Source: an optimization exercise on an open RTL-to-GDS flow (aim: small area, a short achievable clock period and few clock cycles). Production flows keep margins and buffers that such runs may drop. Only simulation tests tie the RTL to the original design; equivalence was not proved. No activity file was given, so power comes from the tool's default toggle rates.

[flow/config.mk]
export PLATFORM = sky130hd
export DESIGN_NAME = cpu
export DESIGN_NICKNAME = cpu
export VERILOG_FILES = /design/flow/design.v
export SDC_FILE = /design/flow/constraint.sdc
export NUM_CORES = 4
export LEC_CHECK = 0
export CAP_MARGIN = 20
export CORE_MARGIN = 2
export CORE_UTILIZATION = 40
export CTS_CLUSTER_DIAMETER = 120
export CTS_CLUSTER_SIZE = 25
export SETUP_SLACK_MARGIN = 2.0
export SLEW_MARGIN = 20
export SYNTH_HIERARCHICAL = 1
export SYNTH_MINIMUM_KEEP_SIZE = 0
[flow/constraint.sdc]
create_clock -name core_clock -period 5.5 [get_ports {clk}]
set_input_delay 1.1000 -clock core_clock [delete_from_list [all_inputs] [get_ports {clk}]]
set_output_delay 1.1000 -clock core_clock [all_outputs]
set_load 0.01 [all_outputs]
[flow/design.v]
module FSM_controller(reset, s, load, rep, w_nx, rep_nx, start);
    input reset, s, load, rep;
    output w_nx, rep_nx, start;
    assign w_nx = ~reset & ~(s & ~load);
    assign rep_nx = ~reset & s & ~load;
    assign start = ~reset & ((s & load) | rep);
endmodule
module ALU(g, t, ci, wc, cmp, creg, freg, res, out, f);
    input [15:0] g, t, creg;
    input ci, wc, cmp;
    input [2:0] freg;
    output [15:0] res, out;
    output [2:0] f;
    localparam [15:0] CINV = 16'b0000_0000_1111_0010;
    wire [15:0] c;
    carries cy(.g(g), .t(t), .ci(ci), .c(c));
    wire [15:0] x = t & ~g;
    wire [15:0] r0 = x ^ CINV;
    wire [15:0] r1 = ~x ^ CINV;
    csel16 sres(.c(c), .d0(r0), .d1(r1), .y(res));
    wire [15:0] o0 = wc ? r0 : creg;
    wire [15:0] o1 = wc ? r1 : creg;
    csel16 sout(.c(c), .d0(o0), .d1(o1), .y(out));
    wire z = cmp ? &x : freg[2];
    wire n0 = cmp ? x[15] : freg[1];
    wire n1 = cmp ? ~x[15] : freg[1];
    wire v00 = cmp ? (x[15] ^ x[7]) : freg[0];
    wire v11 = cmp ? ~(x[15] ^ x[7]) : freg[0];
    wire n, v;
    csel1 sn(.c(c[15]), .d0(n0), .d1(n1), .y(n));
    csel4 sv(.c1(c[15]), .c0(c[7]), .d00(v11), .d01(v00), .d10(v00), .d11(v11), .y(v));
    assign f = {z, n, v};
endmodule
module csel16(c, d0, d1, y);
    input [15:0] c, d0, d1;
    output [15:0] y;
    assign y = (c & d1) | (~c & d0);
endmodule
module csel1(c, d0, d1, y);
    input c, d0, d1;
    output y;
    assign y = (c & d1) | (~c & d0);
endmodule
module csel4(c1, c0, d00, d01, d10, d11, y);
    input c1, c0, d00, d01, d10, d11;
    output y;
    reg y;
    always @(*)
        case ({c1, c0})
            2'b00: y = d00;
            2'b01: y = d01;
            2'b10: y = d10;
            default: y = d11;
        endcase
endmodule
module pfx_n(gh, th, gl, tl, ng, nt);
    input gh, th, gl, tl;
    output ng, nt;
    assign ng = ~(gh | (th & gl));
    assign nt = ~(th & tl);
endmodule
module pfx_ng(gh, th, gl, ng);
    input gh, th, gl;
    output ng;
    assign ng = ~(gh | (th & gl));
endmodule
module pfx_p(ngh, nth, ngl, ntl, g, t);
    input ngh, nth, ngl, ntl;
    output g, t;
    assign g = ~(ngh & (nth | ngl));
    assign t = ~(nth | ntl);
endmodule
module pfx_pg(ngh, nth, ngl, g);
    input ngh, nth, ngl;
    output g;
    assign g = ~(ngh & (nth | ngl));
endmodule
module carries(g, t, ci, c);
    input [15:0] g, t;
    input ci;
    output [15:0] c;
    wire [15:0] g0 = {g[14:0], ci};
    wire [15:0] t0 = {t[14:0], 1'b0};
    wire [15:0] g1, t1, g2, t2, g3, t3, g4;    
    genvar i;
    generate
        for (i = 0; i < 16; i = i + 1) begin : l1
            if (i >= 2) begin : nd
                pfx_n u(.gh(g0[i]), .th(t0[i]), .gl(g0[i-1]), .tl(t0[i-1]), .ng(g1[i]), .nt(t1[i]));
            end else if (i == 1) begin : ng
                pfx_ng u(.gh(g0[i]), .th(t0[i]), .gl(g0[i-1]), .ng(g1[i]));
                assign t1[i] = 1'b1;
            end else begin : pass
                assign g1[i] = ~g0[i];
                assign t1[i] = 1'b1;
            end
        end
        for (i = 0; i < 16; i = i + 1) begin : l2
            if (i >= 4) begin : nd
                pfx_p u(.ngh(g1[i]), .nth(t1[i]), .ngl(g1[i-2]), .ntl(t1[i-2]), .g(g2[i]), .t(t2[i]));
            end else if (i >= 2) begin : ng
                pfx_pg u(.ngh(g1[i]), .nth(t1[i]), .ngl(g1[i-2]), .g(g2[i]));
                assign t2[i] = 1'b0;
            end else begin : pass
                assign g2[i] = ~g1[i];
                assign t2[i] = 1'b0;
            end
        end
        for (i = 0; i < 16; i = i + 1) begin : l3
            if (i >= 8) begin : nd
                pfx_n u(.gh(g2[i]), .th(t2[i]), .gl(g2[i-4]), .tl(t2[i-4]), .ng(g3[i]), .nt(t3[i]));
            end else if (i >= 4) begin : ng
                pfx_ng u(.gh(g2[i]), .th(t2[i]), .gl(g2[i-4]), .ng(g3[i]));
                assign t3[i] = 1'b1;
            end else begin : pass
                assign g3[i] = ~g2[i];
                assign t3[i] = 1'b1;
            end
        end
        for (i = 8; i < 16; i = i + 1) begin : l4
            pfx_pg u(.ngh(g3[i]), .nth(t3[i]), .ngl(g3[i-8]), .g(g4[i]));
        end
    endgenerate
    assign c = {g4[15:8], g3[7:4], g2[3:2], g1[1], g0[0]};
endmodule
module shifter (in, shift, sout);
    input [15:0] in;
    input [1:0] shift;
    output [15:0] sout;
    reg [15:0] sout;
    always @(*) begin
        case (shift)
            2'b00: sout = in;                   
            2'b01: sout = {in[14:0], 1'b0};     
            2'b10: sout = {1'b0, in[15:1]};     
            default: sout = {in[15], in[15:1]};  
        endcase
    end
endmodule
module regfile(we, wa, wd, r0, r1, r2, r3, r4, r5, r6, r7, n0, n1, n2, n3, n4, n5, n6, n7);
    input we;
    input [2:0] wa;
    input [15:0] wd;
    input [15:0] r0, r1, r2, r3, r4, r5, r6, r7;
    output [15:0] n0, n1, n2, n3, n4, n5, n6, n7;
    assign n0 = (we && wa == 3'd0) ? wd : r0;
    assign n1 = (we && wa == 3'd1) ? wd : r1;
    assign n2 = (we && wa == 3'd2) ? wd : r2;
    assign n3 = (we && wa == 3'd3) ? wd : r3;
    assign n4 = (we && wa == 3'd4) ? wd : r4;
    assign n5 = (we && wa == 3'd5) ? wd : r5;
    assign n6 = (we && wa == 3'd6) ? wd : r6;
    assign n7 = (we && wa == 3'd7) ? wd : r7;
endmodule
module readport(sel, d0, d1, d2, d3, d4, d5, d6, d7, q);
    input [2:0] sel;
    input [15:0] d0, d1, d2, d3, d4, d5, d6, d7;
    output [15:0] q;
    wire [7:0] oh;
    dec3to8 dec(.sel(sel), .oh(oh));
    ohmux om(.oh(oh), .d0(d0), .d1(d1), .d2(d2), .d3(d3), .d4(d4), .d5(d5), .d6(d6), .d7(d7), .q(q));
endmodule
module dec3to8(sel, oh);
    input [2:0] sel;
    output [7:0] oh;
    assign oh = 8'b1 << sel;
endmodule
module ohmux(oh, d0, d1, d2, d3, d4, d5, d6, d7, q);
    input [7:0] oh;
    input [15:0] d0, d1, d2, d3, d4, d5, d6, d7;
    output [15:0] q;
    assign q = ({16{oh[0]}} & d0) | ({16{oh[1]}} & d1) | ({16{oh[2]}} & d2) | ({16{oh[3]}} & d3) |
               ({16{oh[4]}} & d4) | ({16{oh[5]}} & d5) | ({16{oh[6]}} & d6) | ({16{oh[7]}} & d7);
endmodule
module instruction_decoder(ins, start, wr, wc, cmp, ci, arith, andop, movi, inv, rd);
    input [15:0] ins;
    input start;
    output wr, wc, cmp, ci, arith, andop, movi, inv;
    output [2:0] rd;
    wire [2:0] opcode = ins[15:13];
    wire [1:0] op = ins[12:11];
    wire alu  = (opcode == 3'b101);
    wire mov  = (opcode == 3'b110);
    wire movr = mov && (op == 2'b00);
    wire iscmp = alu && (op == 2'b01);
    assign movi = mov && (op == 2'b10);
    assign wr  = start & (movi | movr | (alu & ~iscmp));
    assign wc  = start & (movr | (alu & ~iscmp));
    assign cmp = start & iscmp;
    assign andop = alu && (op == 2'b10);
    assign ci  = iscmp;
    assign arith = alu && (op[1] == 1'b0);    
    assign inv = alu && op[0];            
    assign rd = movi ? ins[10:8] : ins[7:5];
endmodule
module insmux(rep, in, ir, q);
    parameter n = 16;
    input rep;
    input [n-1:0] in, ir;
    output [n-1:0] q;
    assign q = rep ? ir : in;
endmodule
module datapath(a, b, imm, arith, andop, movi, inv, g, t);
    input [15:0] a, b;
    input [7:0] imm;
    input arith, andop, movi, inv;
    output [15:0] g, t;
    wire [15:0] bx = b ^ {16{inv}};
    wire [15:0] sx = {{8{imm[7]}}, imm};
    wire [15:0] k1 = (a | {16{~andop}}) & {16{~movi}};
    wire [15:0] k0 = (a & {16{arith}}) | (sx & {16{movi}});
    assign g = a & bx & {16{arith}};
    assign t = (bx & k1) | k0;
endmodule
module cpu(clk, reset, s, load, in, out, N, V, Z, w);
    input clk, reset, s, load;
    input [15:0] in;
    output [15:0] out;
    output N, V, Z, w;
    reg w, rep;
    reg [15:0] ir;
    wire w_nx, rep_nx, start;
    FSM_controller ctl(.reset(reset), .s(s), .load(load), .rep(rep),
                       .w_nx(w_nx), .rep_nx(rep_nx), .start(start));
    always @(posedge clk) begin
        w <= w_nx;
        rep <= rep_nx;
        if (load) ir <= in;
    end
    wire [15:0] ins;
    wire [2:0] rn, rm;
    wire [1:0] sh;
    insmux #(16) mi(.rep(rep), .in(in), .ir(ir), .q(ins));
    insmux #(3) mn(.rep(rep), .in(in[10:8]), .ir(ir[10:8]), .q(rn));
    insmux #(3) mm(.rep(rep), .in(in[2:0]), .ir(ir[2:0]), .q(rm));
    insmux #(2) ms(.rep(rep), .in(in[4:3]), .ir(ir[4:3]), .q(sh));
    wire wr1, wc1, cmp1, ci1, arith, andop, movi, inv;
    wire [2:0] rd1;
    instruction_decoder dec(.ins(ins), .start(start), .wr(wr1), .wc(wc1), .cmp(cmp1),
                            .ci(ci1), .arith(arith), .andop(andop), .movi(movi), .inv(inv),
                            .rd(rd1));
    reg [15:0] r0, r1, r2, r3, r4, r5, r6, r7;
    wire [15:0] n0, n1, n2, n3, n4, n5, n6, n7;
    reg wr2;
    reg [2:0] rd2;
    wire [15:0] res;
    regfile rf(.we(wr2), .wa(rd2), .wd(res),
               .r0(r0), .r1(r1), .r2(r2), .r3(r3), .r4(r4), .r5(r5), .r6(r6), .r7(r7),
               .n0(n0), .n1(n1), .n2(n2), .n3(n3), .n4(n4), .n5(n5), .n6(n6), .n7(n7));
    always @(posedge clk) begin
        r0 <= n0; r1 <= n1; r2 <= n2; r3 <= n3;
        r4 <= n4; r5 <= n5; r6 <= n6; r7 <= n7;
    end
    wire [15:0] a, braw, b;
    readport pa(.sel(rn), .d0(n0), .d1(n1), .d2(n2), .d3(n3), .d4(n4), .d5(n5), .d6(n6), .d7(n7), .q(a));
    readport pb(.sel(rm), .d0(n0), .d1(n1), .d2(n2), .d3(n3), .d4(n4), .d5(n5), .d6(n6), .d7(n7), .q(braw));
    shifter shf(.in(braw), .shift(sh), .sout(b));
    wire [15:0] g1, t1;
    datapath dp(.a(a), .b(b), .imm(ins[7:0]), .arith(arith), .andop(andop), .movi(movi), .inv(inv),
                .g(g1), .t(t1));
    reg [15:0] g2, t2, creg;
    reg ci2, wc2, cmp2;
    reg [2:0] freg;
    wire [15:0] out_nx;
    wire [2:0] f_nx;
    always @(posedge clk) begin
        g2 <= g1;
        t2 <= t1;
        ci2 <= ci1;
        wr2 <= wr1;
        wc2 <= wc1;
        cmp2 <= cmp1;
        rd2 <= rd1;
        creg <= out_nx;
        freg <= f_nx;
    end
    ALU alu(.g(g2), .t(t2), .ci(ci2), .wc(wc2), .cmp(cmp2), .creg(creg), .freg(freg),
            .res(res), .out(out_nx), .f(f_nx));
    assign out = out_nx;
    assign {Z, N, V} = f_nx;
endmodule
[flow/flow/run.sh]
#!/bin/bash
# Standard synthesis, then the standard layout with port buffers of a
# stronger cell and sizing not held to each cell's footprint.
set -euo pipefail
bash standard.sh synth > synth.log 2>&1
bash standard.sh MATCH_CELL_FOOTPRINT=0 'BUFFER_PORTS_ARGS=-buffer_cell sky130_fd_sc_hd__buf_4' finish > layout.log 2>&1
[flow/standard.sh]
#!/bin/bash
# synth_recipe.tcl (not shown) runs the flow's synth.tcl, then flattens the netlist and writes it again
# the make line also repeats each setting of config.mk as NAME=value (left out here)
make -C /OpenROAD-flow-scripts/flow DESIGN_CONFIG=/design/flow/config.mk WORK_HOME=/design/flow/orfs CLKGATE_MAP_FILE= SYNTH_SCRIPT=/design/flow/synth_recipe.tcl "${@:-finish}"
==> flow_summary.toml, run 1 <==
[yosys]
synthTopCellsByCount = "dfxtp_1 (188), mux2_2 (150), a22oi_1 (123), nand2_1 (63), mux2_4 (56)"
synth-simple-area-share_pct = 11.4
syn_inst = 999
ys_seq_area_share_pct = 38.9
ys_ff_latch = 204
synth-adder-area-share_pct = 0
synthesis.area_mm2 = 0.0109
synth_nets = 1019
post_synth.cell_area_avg_um2 = 10.9
yosys.area.top_type_share_pct = 34.5
synthMuxAreaShare_pct = 24.7
ys_warn_count = 9
synthArstFlopShare_pct = 0
synthTopCellsByArea = "dfxtp_1 (34%), mux2_2 (15%), a22oi_1 (8.5%), mux2_4 (7.7%), edfxtp_1 (4.4%)"
synthXorXnorAreaFrac_pct = 1.36
synth_edf_count = 16
yosys.area.top_type = "dfxtp_1"
synth.distinct_cells = 50
synthFlopType = "dfxtp_1"
yosys.cell_count.top_type = "dfxtp_1"
synth-compound-area-share_pct = 16.0
synth_top_family_by_area = "multiplexers"

[drt]
vias = 7673
wl_met2_mm = 12.8
top_layer_used = "met4"
wl_met1_mm = 12.4
dr_wl_met3_mm = 1.31
drc = 0
drt.antenna.violating_nets = 0
drt_iter0_markers = 512
detail_route.first_pass.iterations = 5
drt_wl_total_mm = 27.7
wl_per_cell_um = 20.8
via_per_inst = 5.78

[die]
io-pin-count = 40
die_area_mm2 = 0.0286
die_x_um = 169
coreArea_mm2 = 0.0269
start_util_pct = 40.6
rows = 60
die_h_um = 169

[setup_path]
crit_fanout = 5
required_ns = 4.40
cp-start-kind = "register"
critPathKind = "reg -> out"
endpoint_kind = "output pin"
crit_arrival_ns = 2.23

[timing]
finalMaxSlewViolations = 0
setup_violations = 0
finalCriticalPeriod_ns = 3.33
tightest_slew_ns = 1.00
setup_tns_ns = 0
whs_ns = 0.457
rsz0062_at_grt = "true"
hold_violations = 0
finClkSkew_ns = 0.0292
timing.fmax_ghz = 0.300
relSlewSlack_pct = 33.1
fin_crit_sh_pct = 60.6

[clocking]
clock-root-buffer = "clkbuf_16"
clk_pin_slew_ns = 0.10
tritoncts = "built"
cts_buffer_depth = 3
cts.sinks = 204
numCtsBuffers = 12
cts-htree-levels = 1
clk_latency_ns = 0.48

[power]
power_density_mw_per_mm2 = 253
vdd_drop_max_mv = 0.182
leakage_nw = 4.33

[worst_hold_path]
hp-class = "reg -> reg"

[placed_design]
dp_hpwl_mm = 18.9
io_buffers = 39
place_inst = 1312
gp_congestion = 0.872

[cells_and_area]
nets = 1005
area_growth_pct = 5.85
final_util_pct = 43.0
num-fill-cells = 2597
drive_gt1_share_pct = 37.5
n_antenna_cell = 0
multi_input_comb_area_mm2 = 0.00605
register_area_mm2 = 0.00425
fin_cells = 1328

[global_routing]
grt_antenna_before_repair = 0
grt-ovfl-total = 0
grt_use_total_pct = 19.2
first_global_vias = 7576
grt_max_degree = 49
grt_pass1_wl_mm = 42.8

[flow_run]
cap_viol_max_count = 0

[status]
status = "finished clean"
## area by class of cell
type	instances	area share, %
clock buffer	15	2.88
tap	341	3.69
sequential	204	36.7
clock inverter	1	0.260
timing repair buffer	52	3.38
inverter	24	0.779
multi-input combinational	691	52.3
## power breakdown
group / total (mW) / leakage, nW / switching, mW / internal (mW)
combinational: 0.378 / 2.48 / 0.211 / 0.167
sequential: 1.60 / 1.68 / 0.0374 / 1.56
clock: 0.952 / 0.174 / 0.512 / 0.441
## modules after synthesis (local to each module, per instance), a selection
module | flip-flops and latches | cells
pfx_n | 0 | 2
ohmux | 0 | 96
csel4 | 0 | 1
datapath | 0 | 95
pfx_pg | 0 | 1
csel16 | 0 | 16
dec3to8 | 0 | 8
carries | 0 | 12
instruction_decoder | 0 | 21
regfile | 0 | 151
pfx_ng | 0 | 1
csel1 | 0 | 1
cpu | 204 | 204
FSM_controller | 0 | 5
pfx_p | 0 | 2
shifter | 0 | 52
## path summary, 6_finish.rpt
kind                 from       to  slack, ns  depth (start not counted)
setup / recovery    t2[0]        V       2.17                          5
setup reg to reg    t2[8]    t2[9]       2.21                         12
hold / removal    freg[2]  freg[2]       0.46                          2
hold reg to reg   freg[2]  freg[2]       0.46                          2
## flip-flops by register name (all words and copies together), names as in the netlist, 3 cells and up
register and flops:
r0 16, g2 16, rd2 3, r3 16
freg 3, creg 16, r5 16, r6 16
r1 16, r4 16, r7 16, r2 16
t2 16, ir 16
## layer usage
metal | up-vias | GRT usage (%)
li1 | 3656 | -
met1 | 3752 | 25.2
met2 | 202 | 31.6
met3 | 63 | 3.40
met4 | 0 | 7.47
met5 | - | 0
## worst max-delay path, cell delays in order (launching register included)
cell,delay (ns)
dfxtp_1,0.36
a21oi_4,0.28
o21ai_4,0.13
a21oi_4,0.25
mux4_2,0.58
buf_4,0.17
## what timing repair did
item / in CTS / in global routing
resized for setup: 5 / 21
endpoints found under the setup margin: 11 / 26
buffers inserted: 0 / 0
hold buffers: 0 / 0
## stage by stage
step / setup WS, ns / cell area (um^2) / power (mW)
after floorplan: 2.60 / 10900 / 1.91
after global placement: 1.93 / 11100 / 1.99
after detailed placement: 1.90 / 11100 / 2.00
after CTS: 1.90 / 11500 / 2.94
after global routing: 2.00 / 11600 / 3.04
final: 2.17 / 11600 / 2.93
## cells by family after synthesis
group	Yosys count
flops	204
compound gates	232
simple gates	220
mux	222
buf+inv	104
xor+xnor	17
## layout by cell type, fill, tap and decap left out, types with 13 or more instances in the layout
cell type / Yosys / routed
mux2_4: 56 / 56
nor2b_1: 26 / 24
a22oi_1: 123 / 123
mux2i_1: 15 / 15
buf_4: 15 / 52
nand2_1: 63 / 63
nand4_1: 35 / 35
edfxtp_1: 16 / 16
clkbuf_16: 0 / 13
a21oi_1: 19 / 19
nor2_1: 52 / 50
mux2_2: 150 / 150
inv_1: 24 / 24
dfxtp_1: 188 / 186
a21oi_2: 28 / 26
o21ai_2: 12 / 18
xnor2_1: 17 / 17
Testbench counts, summed over its fixed seeds: cycles 6,000.
==> run 2, diff against run 1 <==
--- a/flow/config.mk
+++ b/flow/config.mk
@@ -10,6 +10,7 @@
 export CORE_UTILIZATION = 40
 export CTS_CLUSTER_DIAMETER = 120
 export CTS_CLUSTER_SIZE = 25
+export PLACE_DENSITY = 0.9
 export SETUP_SLACK_MARGIN = 2.0
 export SLEW_MARGIN = 20
 export SYNTH_HIERARCHICAL = 1
==> run 2 against run 1 <==
  * First-iteration DRC count rose by 54%
  * Die area unchanged
  * Sequential power about the same
  * Non-clock buffer count is 1 higher
  * Critical path depth stayed put
  * Worst hold slack better by 0.024 ns
  * Largest cell class unchanged
==> flow_summary.toml, run 2 <==
[status]
status = "finished clean"

[global_routing]
grt_use_total_pct = 18.7
grt_max_degree = 49
grt_pass1_wl_mm = 43.1
grt_antenna_before_repair = 0
grt-ovfl-total = 0
first_global_vias = 8170

[timing]
tightest_slew_ns = 1.01
whs_ns = 0.480
setup_tns_ns = 0
setup_violations = 0
timing.fmax_ghz = 0.295
finalMaxSlewViolations = 0
hold_violations = 0
finClkSkew_ns = 0.0333
finalCriticalPeriod_ns = 3.39
fin_crit_sh_pct = 61.6
relSlewSlack_pct = 32.6
rsz0062_at_grt = "true"

[cells_and_area]
area_growth_pct = 6.12
layout_common_cells = "dfxtp_1 (187), mux2_2 (150), a22oi_1 (123)"
final_util_pct = 43.1
n_antenna_cell = 0
num-fill-cells = 2376
nets = 1006
register_area_mm2 = 0.00425
multi_input_comb_area_mm2 = 0.00604
final_common_cell = "dfxtp_1"
drive_gt1_share_pct = 37.2

[yosys]
synthTopCellsByArea = "dfxtp_1 (34%), mux2_2 (15%), a22oi_1 (8.5%), mux2_4 (7.7%), edfxtp_1 (4.4%)"
ys_warn_count = 9
synth.distinct_cells = 50
yosys.area.top_type = "dfxtp_1"
yosys.area.top_type_share_pct = 34.5
synth_nets = 1019
yosys.cell_count.top_type = "dfxtp_1"
syn_inst = 999
ys_ff_latch = 204
post_synth.cell_area_avg_um2 = 10.9
synthesis.area_mm2 = 0.0109
synthArstFlopShare_pct = 0
ys_seq_area_share_pct = 38.9
synth_edf_count = 16
synthFlopType = "dfxtp_1"
synthTopCellsByCount = "dfxtp_1 (188), mux2_2 (150), a22oi_1 (123), nand2_1 (63), mux2_4 (56)"

[drt]
drt_iter0_markers = 787
detail_route.first_pass.iterations = 5
drt.antenna.violating_nets = 0
drc = 0
drt_wl_total_mm = 27.8
vias = 8150
wl_per_cell_um = 20.9
via_per_inst = 6.13

[die]
die_x_um = 169
coreArea_mm2 = 0.0269
die_h_um = 169
io-pin-count = 40
die_area_mm2 = 0.0286
rows = 60
start_util_pct = 40.6

[power]
power.internal_mw = 2.17
power_density_mw_per_mm2 = 253
swShare_pct = 26.0
pwr-share-comb_pct = 13.2
p_seq_share_pct = 54.6
total_power_mw = 2.93
vdd_drop_max_mv = 0.333
leakage_nw = 4.35
p_clk_share_pct = 32.2
p_switching_mw = 0.763

[setup_path]
required_ns = 4.40
crit_arrival_ns = 2.29
cp-start-kind = "register"
crit_fanout = 5
critical_path.max_stage_delay_ns = 0.55
critPathKind = "reg -> out"
worst_path_most_repeated_cell = "a21oi_4"
endpoint_kind = "output pin"
slowest_stage = "mux4_2"
crit_chain = "a21oi_4, o21ai_4, a21oi_4, mux4_2, buf_4"
r2r_setup_slack_ns = 2.11

[clocking]
cts-htree-levels = 1
cts_buffer_depth = 3
cts.sinks = 204
tritoncts = "built"
numCtsBuffers = 12
clk_pin_slew_ns = 0.10
hold_buffers = 0
clock-root-buffer = "clkbuf_16"
clk_latency_ns = 0.48

[placed_design]
dp_hpwl_mm = 18.9
io_buffers = 39
gp_congestion = 0.907

[worst_hold_path]
hp-class = "reg -> reg"

[flow_run]
cap_viol_max_count = 0
## run 2: repair_timing
action,CTS,global route
cloned,0,0
pin swaps,0,2
resized for setup,8,13
setup buffers,0,2
endpoints found under the setup margin,13,18
## run 2: routing by layer
metal  routed length [um]  share of wire, %  vias to the layer above  track usage [%]
met5                    0                 0                        -                0
met4                 1300               4.7                        0             8.21
met3                 2170               7.8                       98             2.61
met2                13200                47                      435             31.8
met1                11200                40                     3963             23.6
li1                     -                 -                     3654                -
## run 2: cell type report
class | instances | share of cell area, %
inverter | 24 | 0.777
multi-input combinational | 691 | 52.1
clock buffer | 15 | 2.87
timing repair buffer | 53 | 3.65
tap | 341 | 3.68
clock inverter | 1 | 0.259
sequential | 204 | 36.6
## run 2: worst max-delay path: cells and delay by family, from the launching register on
family / cells / cell delay, ns
AO/OA/AOI/OAI: 3 / 0.73
buffers and inverters: 1 / 0.16
flip-flops: 1 / 0.37
multiplexers: 1 / 0.55
## run 2: worst paths after layout
check | start | endpoint | depth (start not counted)
max | t2[0] | V | 5
min reg2reg | freg[2] | freg[2] | 2
min | freg[2] | freg[2] | 2
max reg2reg | t2[3] | t2[10] | 12
## run 2: per-module statistics from Yosys (local to each module, per instance), a selection
module	flip-flops and latches	cells	cell area, um^2	copies in the design
cpu	204	204	4240	1
regfile	0	151	1710	1
ohmux	0	96	779	2
ALU	0	108	703	1
datapath	0	95	591	1
shifter	0	52	340	1
csel16	0	16	240	2
instruction_decoder	0	21	160	1
dec3to8	0	8	65.1	2
FSM_controller	0	5	33.8	1
csel4	0	1	22.5	1
pfx_n	0	2	12.5	22
pfx_pg	0	1	5.00	10
## run 2: kinds of logic (layout without fill, tap and decap cells)
| group | Yosys count | count (layout) | synth area share, % |
|---|---|---|---|
| compound gates | 232 | 232 | 16.0 |
| xor+xnor | 17 | 17 | 1.36 |
| buf+inv | 104 | 93 | 7.63 |
| flops | 204 | 204 | 38.9 |
| mux | 222 | 222 | 24.7 |
| simple gates | 220 | 220 | 11.4 |
## run 2: power groups by stage
stage | Combinational, mW | Sequential, mW | Clock [mW]
global placement | 0.348 | 1.62 | 0
detailed placement | 0.367 | 1.63 | 0
floorplan | 0.297 | 1.61 | 0
CTS | 0.372 | 1.60 | 0.952
finish | 0.387 | 1.60 | 0.945
global route | 0.409 | 1.61 | 1.00
## run 2: metrics by stage
step | setup slack (ns) | area [um^2] | std cells
floorplan | 2.60 | 10900 | 999
global placement | 1.69 | 11100 | 1311
detailed placement | 1.66 | 11100 | 1311
CTS | 1.96 | 11500 | 1327
global route | 1.95 | 11600 | 1329
finish | 2.11 | 11600 | 1329
==> run 3, diff against run 2 <==
--- a/flow/config.mk
+++ b/flow/config.mk
@@ -10,7 +10,7 @@
 export CORE_UTILIZATION = 40
 export CTS_CLUSTER_DIAMETER = 120
 export CTS_CLUSTER_SIZE = 25
-export PLACE_DENSITY = 0.9
+export PLACE_DENSITY = 0.75
 export SETUP_SLACK_MARGIN = 2.0
 export SLEW_MARGIN = 20
 export SYNTH_HIERARCHICAL = 1
==> run 3 against run 2 <==
  * Still clean
  * Setup slack improved by 0.0022 ns
  * Worst hold slack worse by 0.025 ns
  * Sequential power about the same
  * Synthesized cell count unchanged
  * Cell area is 0.39% lower
  * First-iteration DRC count shrank 6.1%
  * Maximum frequency is essentially flat
  * Largest power group unchanged
==> flow_summary.toml, run 3 <==
[setup_path]
cp_num_buf_inv = 1
r2r_setup_slack_ns = 2.17
critical_path.max_stage_delay_ns = 0.50
critPathLaunch = "t2[7]"
reg2reg_from = "t2[6]"
cp-start-kind = "register"
crit_fanout = 6
crit_chain = "nor2b_2, xnor2_1, mux2_2, mux4_2, buf_4"
required_ns = 4.40
crit_arrival_ns = 2.29
critPathKind = "reg -> out"
endpoint_kind = "output pin"
crit_family = "multiplexers"
rr_worst_depth = 12
slowest_stage = "mux4_2"
rr_endpoint = "t2[9]"

[yosys]
synth_top_family_by_area = "multiplexers"
synth-simple-area-share_pct = 11.4
synthMuxAreaShare_pct = 24.7
yosys.area.top_type = "dfxtp_1"
synth_nets = 1019
yosys.cell_count.top_type = "dfxtp_1"
synthTopCellsByCount = "dfxtp_1 (188), mux2_2 (150), a22oi_1 (123), nand2_1 (63), mux2_4 (56)"
yosys.area.top_type_share_pct = 34.5
synthArstFlopShare_pct = 0
synthFlopType = "dfxtp_1"
synth.distinct_cells = 50
synth-adder-area-share_pct = 0
ys_warn_count = 9
synth-compound-area-share_pct = 16.0
synthXorXnorAreaFrac_pct = 1.36
synthesis.area_mm2 = 0.0109
synthTopCellsByArea = "dfxtp_1 (34%), mux2_2 (15%), a22oi_1 (8.5%), mux2_4 (7.7%), edfxtp_1 (4.4%)"
ys_ff_latch = 204
synth_edf_count = 16
ys_seq_area_share_pct = 38.9
post_synth.cell_area_avg_um2 = 10.9
syn_inst = 999

[clocking]
cts_setup_buffers = 0
clock-root-buffer = "clkbuf_16"
cts.sinks = 204
clk_pin_slew_ns = 0.10
cts-htree-levels = 1
hold_buffers = 0
cts_buffer_depth = 3
clk_latency_ns = 0.48
cts-resized-gates = 4
numCtsBuffers = 12
tritoncts = "built"

[timing]
rsz0062_at_grt = "false"
fin_crit_sh_pct = 61.6
setup_violations = 0
finalCriticalPeriod_ns = 3.39
setup_tns_ns = 0
timing.fmax_ghz = 0.295
finClkSkew_ns = 0.0283
finalMaxSlewViolations = 0
tightest_slew_ns = 0.979
whs_ns = 0.455
hold_violations = 0
relSlewSlack_pct = 34.7

[cells_and_area]
area_growth_pct = 5.70
layout_common_cells = "dfxtp_1 (186), mux2_2 (150), a22oi_1 (123)"
n_antenna_cell = 0
num-fill-cells = 2534
fin_area_mm2 = 0.0115
final_common_cell = "dfxtp_1"
drive_gt1_share_pct = 37.2
nets = 1006

[drt]
detail_route.first_pass.iterations = 5
drt.antenna.violating_nets = 0
wl_met1_mm = 11.7
drc = 0
top_layer_used = "met4"
via_per_inst = 5.98
wl_met2_mm = 12.4
drt_iter0_markers = 739
drt_wl_total_mm = 27.1
wl_per_cell_um = 20.4
dr_wl_met3_mm = 1.89
vias = 7950

[global_routing]
grt_max_degree = 49
grt_pass1_wl_mm = 42.5
grt_antenna_before_repair = 0
grt-ovfl-total = 0
first_global_vias = 7681
grt_use_total_pct = 18.6

[placed_design]
place_area_mm2 = 0.0111
gp_congestion = 0.882
dp_hpwl_mm = 18.3
io_buffers = 39

[worst_hold_path]
worstHoldPathCells = 2
min_from = "freg[2]"
hp-class = "reg -> reg"
holdPathEnd = "freg[2]"

[power]
vdd_drop_max_mv = 0.197
power_density_mw_per_mm2 = 253
leakage_nw = 4.33

[status]
status = "finished clean"

[flow_run]
cap_viol_max_count = 0

[die]
rows = 60
die_x_um = 169
die_h_um = 169
start_util_pct = 40.6
die_area_mm2 = 0.0286
coreArea_mm2 = 0.0269
io-pin-count = 40
run 3: modules after synthesis (local to each module, per instance), a selection:
module | cells | cell area (um^2) | flops+latches
datapath | 95 | 591 | 0
ALU | 108 | 703 | 0
carries | 12 | 75.1 | 0
pfx_pg | 1 | 5.00 | 0
ohmux | 96 | 779 | 0
csel1 | 1 | 15.0 | 0
pfx_p | 2 | 12.5 | 0
FSM_controller | 5 | 33.8 | 0
instruction_decoder | 21 | 160 | 0
shifter | 52 | 340 | 0
csel4 | 1 | 22.5 | 0
run 3: cell families (layout without fill, tap and decap cells):
family	after synthesis	count (layout)
compound gates	232	232
mux	222	222
simple gates	220	220
flops	204	204
buf+inv	104	93
xor+xnor	17	17
run 3: routing by layer:
layer | vias up | track usage, %
met1 | 3889 | 25.3
met3 | 70 | 2.87
li1 | 3657 | -
met4 | 0 | 7.25
met2 | 334 | 29.7
met5 | - | 0
run 3: final cells by class:
cell class	instances	area [um^2]	area share [%]
Clock buffer	15	333	2.88
Tap cell	341	427	3.69
Inverter	24	90.1	0.780
Multi-Input combinational cell	691	6020	52.2
Sequential cell	204	4250	36.8
Clock inverter	1	30.0	0.260
Timing Repair Buffer	53	398	3.45
run 3: worst max-delay path by stage:
stage,slack (ns),cells past startpoint,endpoint
CTS,1.90,5,V
floorplan,2.60,10,t2[15]
finish,2.11,5,V
global route,2.00,12,t2[9]
global placement,1.91,12,t2[15]
detailed placement,1.80,12,t2[15]
run 3: through the flow:
step | cells | utilization [%] | total power, mW | setup slack (ns)
detailed placement | 1312 | 41.2 | 2.00 | 1.80
global route | 1329 | 43.0 | 3.03 | 2.00
floorplan | 999 | - | 1.91 | 2.60
CTS | 1328 | 42.6 | 2.93 | 1.90
finish | 1329 | 43.0 | 2.92 | 2.11
global placement | 1312 | 41.2 | 1.98 | 1.91
run 3: worst min-delay path: cells and delay by family (launching register included):
kind,cells,cell delay (ns)
flops,1,0.32
compound gates,1,0.05
simple gates,1,0.06
run 3: report_power, final:
group          total, mW  internal, mW  switching, mW
clock network      0.949         0.441          0.508
registers           1.60          1.56         0.0391
logic              0.377         0.166          0.211
total               2.92          2.16          0.758
==> run 4, diff against run 3 <==
--- a/flow/config.mk
+++ b/flow/config.mk
@@ -7,10 +7,9 @@
 export LEC_CHECK = 0
 export CAP_MARGIN = 20
 export CORE_MARGIN = 2
-export CORE_UTILIZATION = 40
+export CORE_UTILIZATION = 41
 export CTS_CLUSTER_DIAMETER = 120
 export CTS_CLUSTER_SIZE = 25
-export PLACE_DENSITY = 0.75
 export SETUP_SLACK_MARGIN = 2.0
 export SLEW_MARGIN = 20
 export SYNTH_HIERARCHICAL = 1
==> run 4 against run 3 <==
  * Critical path depth grew 1
  * Wire length grew 2.2%
  * Combinational power is essentially flat
  * Clock power shrank 1%
  * Core utilization grew 1.3 points
  * Critical endpoint unchanged
==> flow_summary.toml, run 4 <==
[status]
status = "finished clean"

[power]
leakage_nw = 4.35
power.internal_mw = 2.14
vdd_drop_max_mv = 0.152
swShare_pct = 26.4
p_seq_share_pct = 54.9
p_clk_share_pct = 32.1
total_power_mw = 2.91
pwr-share-comb_pct = 13.0
power_density_mw_per_mm2 = 252
p_switching_mw = 0.768

[cells_and_area]
num-fill-cells = 2535
layout_common_cells = "dfxtp_1 (186), mux2_2 (150), a22oi_1 (123)"
final_common_cell = "dfxtp_1"
drive_gt1_share_pct = 37.5
n_antenna_cell = 0
nets = 1008
area_growth_pct = 5.90

[drt]
vias = 7726
via_per_inst = 5.83
drt_iter0_markers = 579
detail_route.first_pass.iterations = 7
drc = 0
drt_wl_total_mm = 27.7
drt.antenna.violating_nets = 0
wl_per_cell_um = 20.9

[setup_path]
rr_worst_depth = 9
r2r_setup_slack_ns = 2.20
cp-start-kind = "register"
endpoint_kind = "output pin"
reg2reg_from = "rd2[2]"
critPathKind = "reg -> out"
required_ns = 4.40
crit_arrival_ns = 2.25
crit_fanout = 5
rr_endpoint = "t2[1]"

[yosys]
synthArstFlopShare_pct = 0
syn_inst = 999
synth.distinct_cells = 50
synth_edf_count = 16
post_synth.cell_area_avg_um2 = 10.9
synthesis.area_mm2 = 0.0109
ys_ff_latch = 204
synthTopCellsByArea = "dfxtp_1 (34%), mux2_2 (15%), a22oi_1 (8.5%), mux2_4 (7.7%), edfxtp_1 (4.4%)"
synthFlopType = "dfxtp_1"
yosys.area.top_type = "dfxtp_1"
yosys.cell_count.top_type = "dfxtp_1"
ys_warn_count = 9
synth_nets = 1019
ys_seq_area_share_pct = 38.9
yosys.area.top_type_share_pct = 34.5
synthTopCellsByCount = "dfxtp_1 (188), mux2_2 (150), a22oi_1 (123), nand2_1 (63), mux2_4 (56)"

[timing]
rsz0062_at_grt = "false"
timing.fmax_ghz = 0.299
finalMaxSlewViolations = 0
fin_crit_sh_pct = 60.9
finalCriticalPeriod_ns = 3.35
finClkSkew_ns = 0.0270
setup_violations = 0
whs_ns = 0.458
setup_tns_ns = 0
hold_violations = 0
relSlewSlack_pct = 33.7
setup_ws_ns = 2.15
tightest_slew_ns = 0.994

[global_routing]
grt_antenna_before_repair = 0
grt_pass1_wl_mm = 43.0
grt_use_total_pct = 19.4
grt-ovfl-total = 0
first_global_vias = 7648
grt_max_degree = 49

[placed_design]
io_buffers = 39
gp_congestion = 0.840
dp_hpwl_mm = 18.9
dp_slack_ns = 1.82

[clocking]
tritoncts = "built"
clk_pin_slew_ns = 0.10
cts_setup_buffers = 0
cts.sinks = 204
clk_latency_ns = 0.49
hold_buffers = 0
numCtsBuffers = 12
clock-root-buffer = "clkbuf_16"
cts_buffer_depth = 3
cts-htree-levels = 1

[die]
rows = 59
die_x_um = 167
coreArea_mm2 = 0.0261
io-pin-count = 40
start_util_pct = 41.8
die_area_mm2 = 0.0280
die_h_um = 167

[worst_hold_path]
worstHoldPathCells = 2
hp-class = "reg -> reg"
holdPathEnd = "freg[2]"
min_from = "freg[2]"

[flow_run]
cap_viol_max_count = 0
run 4: changes by cell type in the layout (fill, tap and decap cells not counted), moves of 2 or more:
cell     change
nor2b_2      -2
buf_4        +2
o21ai_2      +2
o21ai_1      -3
run 4: layout make-up:
class                           count  area [um^2]  share of cell area (%)
Clock buffer                       14          308                    2.66
Clock inverter                      2         46.3                   0.400
Inverter                           24         90.1                   0.779
Multi-Input combinational cell    691         6050                    52.3
Sequential cell                   204         4250                    36.7
Tap cell                          335          419                    3.62
Timing Repair Buffer               55          413                    3.57
run 4: per-module statistics from Yosys, one instance, submodules excluded, excerpt:
module               cell area, um^2  cells  flip-flops and latches
csel4                           22.5      1                       0
instruction_decoder              160     21                       0
pfx_p                           12.5      2                       0
csel1                           15.0      1                       0
regfile                         1710    151                       0
datapath                         591     95                       0
pfx_n                           12.5      2                       0
pfx_pg                          5.00      1                       0
csel16                           240     16                       0
run 4: worst max path at each step:
stage	startpoint	to	slack (ns)	cells past startpoint
2_1_floorplan	in[0]	t2[15]	2.60	10
5_1_grt	rd2[2]	t2[2]	2.00	9
3_3_place_gp	ci2	t2[15]	1.90	12
4_1_cts	ci2	V	1.99	6
6_report	t2[4]	V	2.15	6
3_5_place_dp	ci2	t2[15]	1.82	12
run 4: power by group through the flow:
stage / Clock [mW] / Combinational (mW) / Sequential [mW]
after CTS: 0.967 / 0.375 / 1.59
after global routing: 1.01 / 0.406 / 1.60
after global placement: 0 / 0.368 / 1.62
after floorplan: 0 / 0.297 / 1.61
final: 0.935 / 0.379 / 1.60
after detailed placement: 0 / 0.374 / 1.63
run 4: timing repair:
action,4_1_cts,5_1_grt
setup endpoints to repair,11,26
resized for setup,7,18
endpoints found under the hold margin,0,0
run 4: per-layer routing:
metal  share of wire, %  up-vias  global-route usage, %
li1                   -     3655                      -
met1                 45     3826                   25.7
met5                  0        -                      0
met2                 47      208                   33.2
met4                2.4        0                   5.97
met3                5.5       37                   2.32
run 4: logic make-up after synthesis:
group	after synthesis	synth area share [%]
AOI/OAI and AO/OA	232	16.0
muxes	222	24.7
and+or+nand+nor	220	11.4
DFF	204	38.9
buffers and inverters	104	7.63
xor gates and xnor gates	17	1.36
run 4: critical path, cell delays in order, from the launching register on:
cell and delay [ns]:
dfxtp_1 0.43, nand2_1 0.15, nor2_1 0.26, a21oi_4 0.14, o21ai_4 0.27, mux4_2 0.37
buf_4 0.16
run 4: through the flow:
stage | std cells | util [%] | cell area [um^2]
floorplan | 999 | - | 10900
global placement | 1309 | 42.4 | 11100
detailed placement | 1309 | 42.4 | 11100
CTS | 1325 | 43.9 | 11500
global route | 1325 | 44.3 | 11600
finish | 1325 | 44.3 | 11600
==> run 5, diff against run 4 <==
--- a/flow/config.mk
+++ b/flow/config.mk
@@ -7,7 +7,7 @@
 export LEC_CHECK = 0
 export CAP_MARGIN = 20
 export CORE_MARGIN = 2
-export CORE_UTILIZATION = 41
+export CORE_UTILIZATION = 45
 export CTS_CLUSTER_DIAMETER = 120
 export CTS_CLUSTER_SIZE = 25
 export SETUP_SLACK_MARGIN = 2.0
==> run 5 against run 4 <==
  * First-iteration DRC count down 13%
  * Setup slack worse by 0.029 ns
  * Clock power up 3.2%
  * Sequential power about the same
  * Still clean
  * Critical path type unchanged
  * Area after synthesis unchanged
  * Cell count down 0.60%
  * Register-to-register slack about the same
  * Critical path depth down 1
  * Global-route usage up 2.2 points
  * Core utilization up 3.7 points
==> flow_summary.toml, run 5 <==
[yosys]
ys_ff_latch = 204
synthTopCellsByCount = "dfxtp_1 (188), mux2_2 (150), a22oi_1 (123), nand2_1 (63), mux2_4 (56)"
yosys.area.top_type = "dfxtp_1"
syn_inst = 999
synth_edf_count = 16
synthFlopType = "dfxtp_1"
yosys.cell_count.top_type = "dfxtp_1"
synth_nets = 1019
post_synth.cell_area_avg_um2 = 10.9
synthesis.area_mm2 = 0.0109
synthTopCellsByArea = "dfxtp_1 (34%), mux2_2 (15%), a22oi_1 (8.5%), mux2_4 (7.7%), edfxtp_1 (4.4%)"
synth.distinct_cells = 50
ys_warn_count = 9
synthArstFlopShare_pct = 0
ys_seq_area_share_pct = 38.9
yosys.area.top_type_share_pct = 34.5

[clocking]
numCtsBuffers = 12
clk_pin_slew_ns = 0.10
tritoncts = "built"
clk_latency_ns = 0.49
cts-htree-levels = 1
hold_buffers = 0
cts_buffer_depth = 3
cts.sinks = 204
clock-root-buffer = "clkbuf_16"

[cells_and_area]
area_growth_pct = 5.81
register_area_mm2 = 0.00425
num-fill-cells = 2310
final_util_pct = 47.9
multi_input_comb_area_mm2 = 0.00603
fin_cells = 1317
final_common_cell = "dfxtp_1"
n_antenna_cell = 0
drive_gt1_share_pct = 37.6
nets = 1010
layout_common_cells = "dfxtp_1 (187), mux2_2 (150), a22oi_1 (123)"

[worst_hold_path]
holdPathEnd = "freg[2]"
worstHoldPathCells = 2
hp-class = "reg -> reg"
min_from = "freg[2]"

[drt]
drt_wl_total_mm = 27.8
vias = 7676
drc = 0
dr_wl_met3_mm = 1.52
wl_met1_mm = 12.6
drt.antenna.violating_nets = 0
wl_per_cell_um = 21.1
wl_met2_mm = 12.9
top_layer_used = "met4"
drt_iter0_markers = 504
detail_route.first_pass.iterations = 5
via_per_inst = 5.83

[setup_path]
critPathKind = "reg -> out"
rr_worst_depth = 12
crit_arrival_ns = 2.28
rr_endpoint = "t2[14]"
r2r_setup_slack_ns = 2.21
critPathLaunch = "t2[7]"
cp-start-kind = "register"
reg2reg_from = "t2[0]"
endpoint_kind = "output pin"
crit_fanout = 6
required_ns = 4.40

[timing]
finalCriticalPeriod_ns = 3.38
setup_ws_ns = 2.12
finClkSkew_ns = 0.0278
relSlewSlack_pct = 34.7
rsz0062_at_grt = "true"
fin_crit_sh_pct = 61.4
hold_violations = 0
timing.fmax_ghz = 0.296
tightest_slew_ns = 0.980
setup_violations = 0
finalMaxSlewViolations = 0
setup_tns_ns = 0

[placed_design]
gp_congestion = 0.843
io_buffers = 39
dp_hpwl_mm = 18.6
place_inst = 1297
dp_slack_ns = 1.76

[die]
start_util_pct = 45.3
io-pin-count = 40
die_h_um = 160
coreArea_mm2 = 0.0241
rows = 57
die_area_mm2 = 0.0255
die_x_um = 160

[power]
power_density_mw_per_mm2 = 254
pwr-share-comb_pct = 12.9
p_seq_share_pct = 54.3
leakage_nw = 4.35
swShare_pct = 26.2
p_clk_share_pct = 32.8
p_switching_mw = 0.771
vdd_drop_max_mv = 0.165
power.internal_mw = 2.17

[flow_run]
cap_viol_max_count = 0

[global_routing]
grt_pass1_wl_mm = 43.4
first_global_vias = 7630
grt-ovfl-total = 0
grt_use_total_pct = 21.6
grt_max_degree = 49
grt_antenna_before_repair = 0

[status]
status = "finished clean"
## run 5: cell type report
cell class	instances	share of cell area (%)
clock buffer	15	2.88
clock inverter	2	0.216
inverter	24	0.779
multi-input combinational	691	52.2
sequential	204	36.7
tap	324	3.51
timing repair buffer	57	3.70
## run 5: per-module statistics from Yosys (local to each module, per instance), excerpt
module / cell area (um^2) / cells / copies in the design / flops+latches
cpu: 4240 / 204 / 1 / 204
datapath: 591 / 95 / 1 / 0
regfile: 1710 / 151 / 1 / 0
csel4: 22.5 / 1 / 1 / 0
csel16: 240 / 16 / 2 / 0
carries: 75.1 / 12 / 1 / 0
pfx_p: 12.5 / 2 / 12 / 0
pfx_pg: 5.00 / 1 / 10 / 0
dec3to8: 65.1 / 8 / 2 / 0
ohmux: 779 / 96 / 2 / 0
csel1: 15.0 / 1 / 1 / 0
instruction_decoder: 160 / 21 / 1 / 0
pfx_ng: 8.76 / 1 / 5 / 0
FSM_controller: 33.8 / 5 / 1 / 0
ALU: 703 / 108 / 1 / 0
pfx_n: 12.5 / 2 / 22 / 0
## run 5: cells by family after synthesis
family,share of synthesized area (%)
compound gates,16.0
mux,24.7
simple gates,11.4
flops,38.9
buf+inv,7.63
xor+xnor,1.36
## run 5: metal layers
metal | up-vias | GRT usage, %
met3 | 46 | 3.14
met4 | 0 | 6.55
met1 | 3783 | 29.5
met5 | - | 0
li1 | 3664 | -
met2 | 183 | 35.6
## run 5: worst max-delay path by stage
stage,slack (ns),cells past startpoint,endpoint
2_1_floorplan,2.60,10,t2[15]
3_3_place_gp,1.86,12,t2[15]
3_5_place_dp,1.76,12,t2[15]
4_1_cts,2.01,5,V
5_1_grt,1.96,12,t2[14]
6_report,2.12,5,V
## run 5: critical path, stage by stage, from the launching register on
cell     delay (ns)
dfxtp_1        0.39
nor2b_2        0.33
xnor2_1        0.14
mux2_2         0.28
mux4_2         0.48
buf_4          0.16
## run 5: metrics by stage
stage / hold WS (ns) / total power [mW] / area, um^2
3_5_place_dp: 0.437 / 2.00 / 11100
4_1_cts: 0.457 / 2.96 / 11500
6_report: 0.450 / 2.94 / 11600
5_1_grt: 0.480 / 3.05 / 11600
3_3_place_gp: 0.433 / 1.99 / 11100
2_1_floorplan: 0.456 / 1.91 / 10900
## run 5: repair_timing
item / in CTS / in global routing
gates resized for setup: 8 / 15
pin swaps: 1 / 2
hold endpoints to repair: 0 / 0
endpoints found under the setup margin: 13 / 23
setup buffers: 2 / 1
## run 5: power groups by stage
stage,logic [mW],clock network (mW),registers [mW]
after floorplan,0.297,0,1.61
after global placement,0.368,0,1.62
after detailed placement,0.372,0,1.63
after CTS,0.374,0.994,1.59
after global routing,0.408,1.04,1.60
final,0.378,0.965,1.59
==> run 6, diff against run 5 <==
==> flow/flow/run.sh (replaced) <==
#!/bin/bash
# Standard synthesis, then the standard layout with port buffers of a
# stronger cell and sizing not held to each cell's footprint.
set -euo pipefail
bash standard.sh synth > synth.log 2>&1
bash standard.sh MATCH_CELL_FOOTPRINT=0 'BUFFER_PORTS_ARGS=-buffer_cell sky130_fd_sc_hd__buf_2' finish > layout.log 2>&1
--- a/flow/config.mk
+++ b/flow/config.mk
@@ -7,7 +7,7 @@
 export LEC_CHECK = 0
 export CAP_MARGIN = 20
 export CORE_MARGIN = 2
-export CORE_UTILIZATION = 45
+export CORE_UTILIZATION = 40
 export CTS_CLUSTER_DIAMETER = 120
 export CTS_CLUSTER_SIZE = 25
 export SETUP_SLACK_MARGIN = 2.0
==> run 6 against run 5 <==
  * Area after synthesis is the same
  * Non-clock buffer count shrank 4
  * Cell count grew 0.91%
  * Worst hold slack gained 0.023 ns
  * Setup slack lost 0.0076 ns
  * Total power shrank 0.65%
  * Wire length is essentially flat
  * Critical path type unchanged
  * Critical endpoint is now out[12]
  * Highest routed layer unchanged
==> flow_summary.toml, run 6 <==
[cells_and_area]
final_common_cell = "dfxtp_1"
drive_gt1_share_pct = 37.2
area_growth_pct = 4.88
layout_common_cells = "dfxtp_1 (187), mux2_2 (150), a22oi_1 (123)"
n_antenna_cell = 0
final_util_pct = 42.6
nets = 1006

[timing]
setup_tns_ns = 0
setup_ws_ns = 2.12
whs_ns = 0.473
finalCriticalPeriod_ns = 3.38
hold_violations = 0
relSlewSlack_pct = 34.4
tightest_slew_ns = 0.983
finalMaxSlewViolations = 0
setup_violations = 0
timing.fmax_ghz = 0.295
finClkSkew_ns = 0.0286
rsz0062_at_grt = "true"
fin_crit_sh_pct = 61.5

[yosys]
ys_ff_latch = 204
synthesis.area_mm2 = 0.0109
yosys.area.top_type = "dfxtp_1"
synthTopCellsByCount = "dfxtp_1 (188), mux2_2 (150), a22oi_1 (123), nand2_1 (63), mux2_4 (56)"
synthTopCellsByArea = "dfxtp_1 (34%), mux2_2 (15%), a22oi_1 (8.5%), mux2_4 (7.7%), edfxtp_1 (4.4%)"
yosys.cell_count.top_type = "dfxtp_1"
synth.distinct_cells = 50
post_synth.cell_area_avg_um2 = 10.9
ys_warn_count = 9
synthArstFlopShare_pct = 0
yosys.area.top_type_share_pct = 34.5
syn_inst = 999
synth_edf_count = 16
synth_nets = 1019
synthFlopType = "dfxtp_1"
ys_seq_area_share_pct = 38.9

[power]
vdd_drop_max_mv = 0.211
power.internal_mw = 2.15
power_density_mw_per_mm2 = 255
p_switching_mw = 0.765
leakage_nw = 4.32
p_clk_share_pct = 32.8
p_seq_share_pct = 54.6
swShare_pct = 26.2
pwr-share-comb_pct = 12.6

[clocking]
cts_buffer_depth = 3
clk_latency_ns = 0.48
tritoncts = "built"
numCtsBuffers = 12
clock-root-buffer = "clkbuf_16"
clk_pin_slew_ns = 0.10
cts.sinks = 204
cts-htree-levels = 1
hold_buffers = 0

[drt]
drt_iter0_markers = 499
detail_route.first_pass.iterations = 7
wl_per_cell_um = 20.9
wl_met2_mm = 13.0
vias = 7724
drt_wl_total_mm = 27.8
drt.antenna.violating_nets = 0
drc = 0
via_per_inst = 5.81
dr_wl_met3_mm = 1.42
wl_met1_mm = 12.4
top_layer_used = "met4"

[setup_path]
critPathKind = "reg -> out"
reg2reg_from = "rd2[0]"
cp-start-kind = "register"
rr_worst_depth = 8
crit_fanout = 5
crit_arrival_ns = 2.28
rr_endpoint = "t2[3]"
r2r_setup_slack_ns = 2.20
required_ns = 4.40
endpoint_kind = "output pin"

[global_routing]
grt_use_total_pct = 19.1
grt-ovfl-total = 0
first_global_vias = 7425
grt_pass1_wl_mm = 42.6
grt_max_degree = 49
grt_antenna_before_repair = 0

[placed_design]
dp_hpwl_mm = 18.8
gp_congestion = 0.846
dp_slack_ns = 1.88
io_buffers = 39

[die]
coreArea_mm2 = 0.0269
start_util_pct = 40.6
die_h_um = 169
die_x_um = 169
rows = 60
io-pin-count = 40
die_area_mm2 = 0.0286

[worst_hold_path]
holdPathEnd = "freg[2]"
min_from = "freg[2]"
worstHoldPathCells = 2
hp-class = "reg -> reg"

[flow_run]
cap_viol_max_count = 0

[status]
status = "finished clean"
run 6: how the worst max path moves through the flow:
stage,from,end,slack [ns],cells past startpoint
6_report,t2[2],out[12],2.12,6
2_1_floorplan,in[0],t2[15],2.60,10
5_1_grt,t2[8],t2[10],1.96,12
4_1_cts,ci2,V,1.91,6
3_5_place_dp,ci2,t2[15],1.88,12
3_3_place_gp,ci2,t2[14],1.93,12
run 6: cells by family (layout without fill, tap and decap cells):
kind of cell,Yosys count,count (layout),share of synthesized area (%)
AOI/OAI and AO/OA,232,232,16.0
xor gates and xnor gates,17,17,1.36
buffers and inverters,104,93,7.63
DFF,204,204,38.9
muxes,222,222,24.7
and+or+nand+nor,220,220,11.4
run 6: timing repair:
action / in CTS / in global routing
endpoints found under the setup margin: 11 / 26
buffers inserted: 0 / 0
resized for setup: 3 / 18
run 6: worst max-delay path, cell delays in order (launching register included):
cell	delay (ns)
dfxtp_1	0.42
nand2_1	0.16
nor2_1	0.21
a21oi_2	0.13
o21ai_1	0.41
mux2_4	0.35
buf_2	0.14
run 6: per-module statistics from Yosys, one instance, submodules excluded, excerpt:
module               copies in the design  cells inside  flip-flops and latches  area, um^2
cpu                                     1           204                     204        4240
regfile                                 1           151                       0        1710
ALU                                     1           108                       0         703
datapath                                1            95                       0         591
shifter                                 1            52                       0         340
csel16                                  2            16                       0         240
instruction_decoder                     1            21                       0         160
carries                                 1            12                       0        75.1
dec3to8                                 2             8                       0        65.1
FSM_controller                          1             5                       0        33.8
csel4                                   1             1                       0        22.5
csel1                                   1             1                       0        15.0
pfx_n                                  22             2                       0        12.5
pfx_p                                  12             2                       0        12.5
pfx_ng                                  5             1                       0        8.76
pfx_pg                                 10             1                       0        5.00
run 6: final cells by class:
| cell class | count | area [um^2] |
|---|---|---|
| timing repair buffer | 53 | 300 |
| fill | 2630 | 15400 |
| tap | 341 | 427 |
| multi-input combinational | 691 | 6030 |
| clock inverter | 1 | 30.0 |
| inverter | 24 | 90.1 |
| sequential | 204 | 4250 |
| clock buffer | 15 | 333 |
run 6: stage by stage:
stage                     instances  power [mW]  cell area, um^2
final                          1329        2.92            11500
after detailed placement       1313        1.99            11000
after floorplan                 999        1.91            10900
after CTS                      1329        2.93            11400
after global placement         1313        1.98            11000
after global routing           1329        3.02            11500
run 6: power groups by stage:
stage | registers, mW | logic [mW] | clock network [mW]
2_1_floorplan | 1.61 | 0.297 | 0
3_3_place_gp | 1.62 | 0.356 | 0
3_5_place_dp | 1.63 | 0.361 | 0
4_1_cts | 1.59 | 0.363 | 0.978
5_1_grt | 1.60 | 0.394 | 1.03
6_report | 1.59 | 0.367 | 0.957
run 6: metal layers:
layer  vias to the layer above  global-route usage, %
li1                       3657                      -
met1                      3818                   25.4
met2                       206                   31.6
met3                        43                   2.89
met4                         0                   6.65
met5                         -                      0
==> run 7, diff against run 6 <==
==> flow/flow/run.sh (replaced) <==
#!/bin/bash
# Standard synthesis, then the standard layout with port buffers of a
# stronger cell and sizing not held to each cell's footprint.
set -euo pipefail
bash standard.sh synth > synth.log 2>&1
bash standard.sh MATCH_CELL_FOOTPRINT=0 RECOVER_POWER=100 'BUFFER_PORTS_ARGS=-buffer_cell sky130_fd_sc_hd__buf_4' finish > layout.log 2>&1
==> run 7 against run 6 <==
  * Now fails the layout checks on capacitance limit, slew limit
  * Maximum frequency is 19% lower
  * Worst hold slack worse by 0.0047 ns
  * Sequential power hardly changed
  * Die area stayed put
  * Sequential share of layout area is 0.89 points higher
  * Sequential cell count stayed put
  * Cell area is 2.3% lower
  * Global-route usage is 0.13 points higher
  * Combinational power is 5.7% lower
  * Register-to-register slack worse by 0.74 ns
  * Critical endpoint is now out[8]
  * Largest power group unchanged
==> flow_summary.toml, run 7 <==
[yosys]
post_synth.cell_area_avg_um2 = 10.9
ys_ff_latch = 204
yosys.area.top_type = "dfxtp_1"
synth_edf_count = 16
synth_nets = 1019
ys_seq_area_share_pct = 38.9
synthTopCellsByArea = "dfxtp_1 (34%), mux2_2 (15%), a22oi_1 (8.5%), mux2_4 (7.7%), edfxtp_1 (4.4%)"
synthFlopType = "dfxtp_1"
synthesis.area_mm2 = 0.0109
synth.distinct_cells = 50
yosys.area.top_type_share_pct = 34.5
syn_inst = 999
yosys.cell_count.top_type = "dfxtp_1"
synthArstFlopShare_pct = 0
ys_warn_count = 9
synthTopCellsByCount = "dfxtp_1 (188), mux2_2 (150), a22oi_1 (123), nand2_1 (63), mux2_4 (56)"

[drt]
detail_route.first_pass.iterations = 5
wl_per_cell_um = 20.7
via_per_inst = 5.80
drc = 0
drt_wl_total_mm = 27.5
drt_iter0_markers = 486
drt.antenna.violating_nets = 0
vias = 7705

[timing]
tightest_slew_ns = 1.99
relSlewSlack_pct = -32.9
finalCriticalPeriod_ns = 4.19
rsz0062_at_grt = "true"
finClkSkew_ns = 0.0274
hold_violations = 0
finalMaxSlewViolations = 49
timing.fmax_ghz = 0.239
fin_crit_sh_pct = 76.2
setup_tns_ns = 0
setup_violations = 0

[setup_path]
critical_path.max_stage_delay_ns = 1.41
cp_num_buf_inv = 2
rr_worst_depth = 8
reg2reg_from = "rd2[0]"
crit_chain = "clkbuf_1, mux2_2, mux2_4, clkbuf_1"
critPathKind = "reg -> out"
required_ns = 4.40
endpoint_kind = "output pin"
crit_family = "buffers and inverters"
cp-start-kind = "register"
slowest_stage = "clkbuf_1"
worst_path_most_repeated_cell = "clkbuf_1"
r2r_setup_slack_ns = 1.46
rr_endpoint = "t2[11]"
crit_arrival_ns = 3.09
crit_fanout = 48

[cells_and_area]
final_common_cell = "dfxtp_1"
nets = 1005
fin_cells = 1328
area_growth_pct = 2.44
drive_gt1_share_pct = 20.9
n_antenna_cell = 0
layout_common_cells = "dfxtp_1 (186), a22oi_1 (124), mux2_1 (108)"

[clocking]
cts.sinks = 204
numCtsBuffers = 12
hold_buffers = 0
clk_latency_ns = 0.48
clk_pin_slew_ns = 0.10
cts_buffer_depth = 3
tritoncts = "built"
cts-htree-levels = 1
clock-root-buffer = "clkbuf_16"

[power]
power.internal_mw = 2.14
leakage_nw = 4.17
swShare_pct = 26.0
p_switching_mw = 0.749
pwr-share-comb_pct = 12.0
vdd_drop_max_mv = 0.180
power_density_mw_per_mm2 = 258
p_seq_share_pct = 55.1
p_clk_share_pct = 32.9

[global_routing]
grt_pass1_wl_mm = 42.8
first_global_vias = 7576
grt_max_degree = 49
grt_antenna_before_repair = 0
grt_use_total_pct = 19.2
grt-ovfl-total = 0

[die]
die_h_um = 169
die_x_um = 169
rows = 60
io-pin-count = 40
start_util_pct = 40.6
die_area_mm2 = 0.0286
coreArea_mm2 = 0.0269

[placed_design]
io_buffers = 39
dp_hpwl_mm = 18.9
place_inst = 1312
gp_congestion = 0.872

[flow_run]
cap_viol_max_count = 3

[worst_hold_path]
min_from = "freg[2]"
holdPathEnd = "freg[2]"
hp-class = "reg -> reg"
worstHoldPathCells = 2

[status]
so_faults = "capacitance limit, slew limit"
status = "failed layout checks"
run 7: how the worst max path moves through the flow:
stage / from / cells after the start / to / slack, ns
floorplan: in[0] / 10 / t2[15] / 2.60
global placement: ci2 / 12 / t2[14] / 1.93
detailed placement: ci2 / 12 / t2[15] / 1.90
CTS: t2[7] / 5 / V / 1.90
global route: wc2 / 4 / out[10] / 1.00
finish: wc2 / 4 / out[8] / 1.31
run 7: tightest hold or removal path, cell delays in order (launching register included):
cell     delay [ns]
dfxtp_1        0.32
nand2_1        0.04
o41ai_1        0.07
run 7: area by class of cell:
cell class                 count  area, um^2
multi-input combinational    691        5800
tap                          341         427
clock inverter                 1        30.0
inverter                      24        90.1
clock buffer                  15         333
sequential                   204        4250
fill                        2673       15700
timing repair buffer          52         267
run 7: layer usage:
metal  global-route usage, %  vias up  part of all wire, %
met5                       0        -                    0
met4                    7.47        0                  4.4
met3                    3.40       68                  4.9
met2                    31.6      218                   46
met1                    25.2     3749                   45
li1                        -     3670                    -
run 7: power by group through the flow:
stage	logic (mW)	clock network [mW]	registers, mW
global route	0.376	1.03	1.60
finish	0.346	0.950	1.59
floorplan	0.297	0	1.61
global placement	0.369	0	1.62
CTS	0.374	0.977	1.59
detailed placement	0.373	0	1.63
run 7: kinds of logic after synthesis:
group	after synthesis	synth area share, %
and+or+nand+nor	220	11.4
muxes	222	24.7
buffers and inverters	104	7.63
DFF	204	38.9
xor gates and xnor gates	17	1.36
AOI/OAI and AO/OA	232	16.0
run 7: timing repair:
action / in CTS / in global routing
endpoints found under the setup margin: 11 / 26
gates resized for setup: 5 / 21
setup buffers: 0 / 0
run 7: modules after synthesis, one instance, submodules excluded, excerpt:
module | cells inside | times used | cell area, um^2 | flops+latches
FSM_controller | 5 | 1 | 33.8 | 0
instruction_decoder | 21 | 1 | 160 | 0
csel1 | 1 | 1 | 15.0 | 0
dec3to8 | 8 | 2 | 65.1 | 0
csel16 | 16 | 2 | 240 | 0
csel4 | 1 | 1 | 22.5 | 0
run 7: per-stage QoR:
step	worst slack [ns]	area (um^2)	total power, mW	hold slack, ns	utilization [%]
2_1_floorplan	2.60	10900	1.91	0.456	-
3_3_place_gp	1.93	11100	1.99	0.440	41.2
3_5_place_dp	1.90	11100	2.00	0.436	41.2
4_1_cts	1.90	11500	2.94	0.463	42.6
5_1_grt	1.00	11200	3.01	0.498	41.6
6_report	1.31	11200	2.89	0.468	41.6

-- separate check: timing with driven ports --
The results above use ideal ports. As a check the final layouts listed here were re-extracted and re-timed, cells and wires unchanged. Step 1: set_driving_cell puts a clkbuf_16 on clk and a buf_2 on each other input, an assumption about the parent block. Step 2 times the ports against the registers' clock, not the clock port: input delays grow and output delays shrink by t, the midpoint of the rising clock arrivals with the driver on. a / b / c = ideal ports / drivers / drivers and shift; a / b = the first two.
run	shift t [ns]	slack for setup (ns)	hold slack, ns	worst data-port slew with drivers (ns)
run 1	0.518	2.169 / 2.121 / 1.941	0.457 / 0.457 / 0.457	0.04
run 2	0.506	2.110 / 2.070 / 1.943	0.480 / 0.480 / 0.480	0.04
run 3	0.514	2.112 / 2.067 / 1.961	0.455 / 0.455 / 0.455	0.05
run 4	0.526	2.152 / 2.107 / 1.888	0.458 / 0.458 / 0.458	0.04
run 5	0.528	2.123 / 2.076 / 1.996	0.450 / 0.450 / 0.450	0.04
run 6	0.512	2.116 / 2.069 / 1.996	0.473 / 0.473 / 0.473	0.04
run 7	0.516	1.308 / 1.261 / 1.456	0.468 / 0.468 / 0.468	0.04
The setup slack of run 4, which loses most, moves by -0.045 ns with the drivers and by -0.264 ns with both steps.
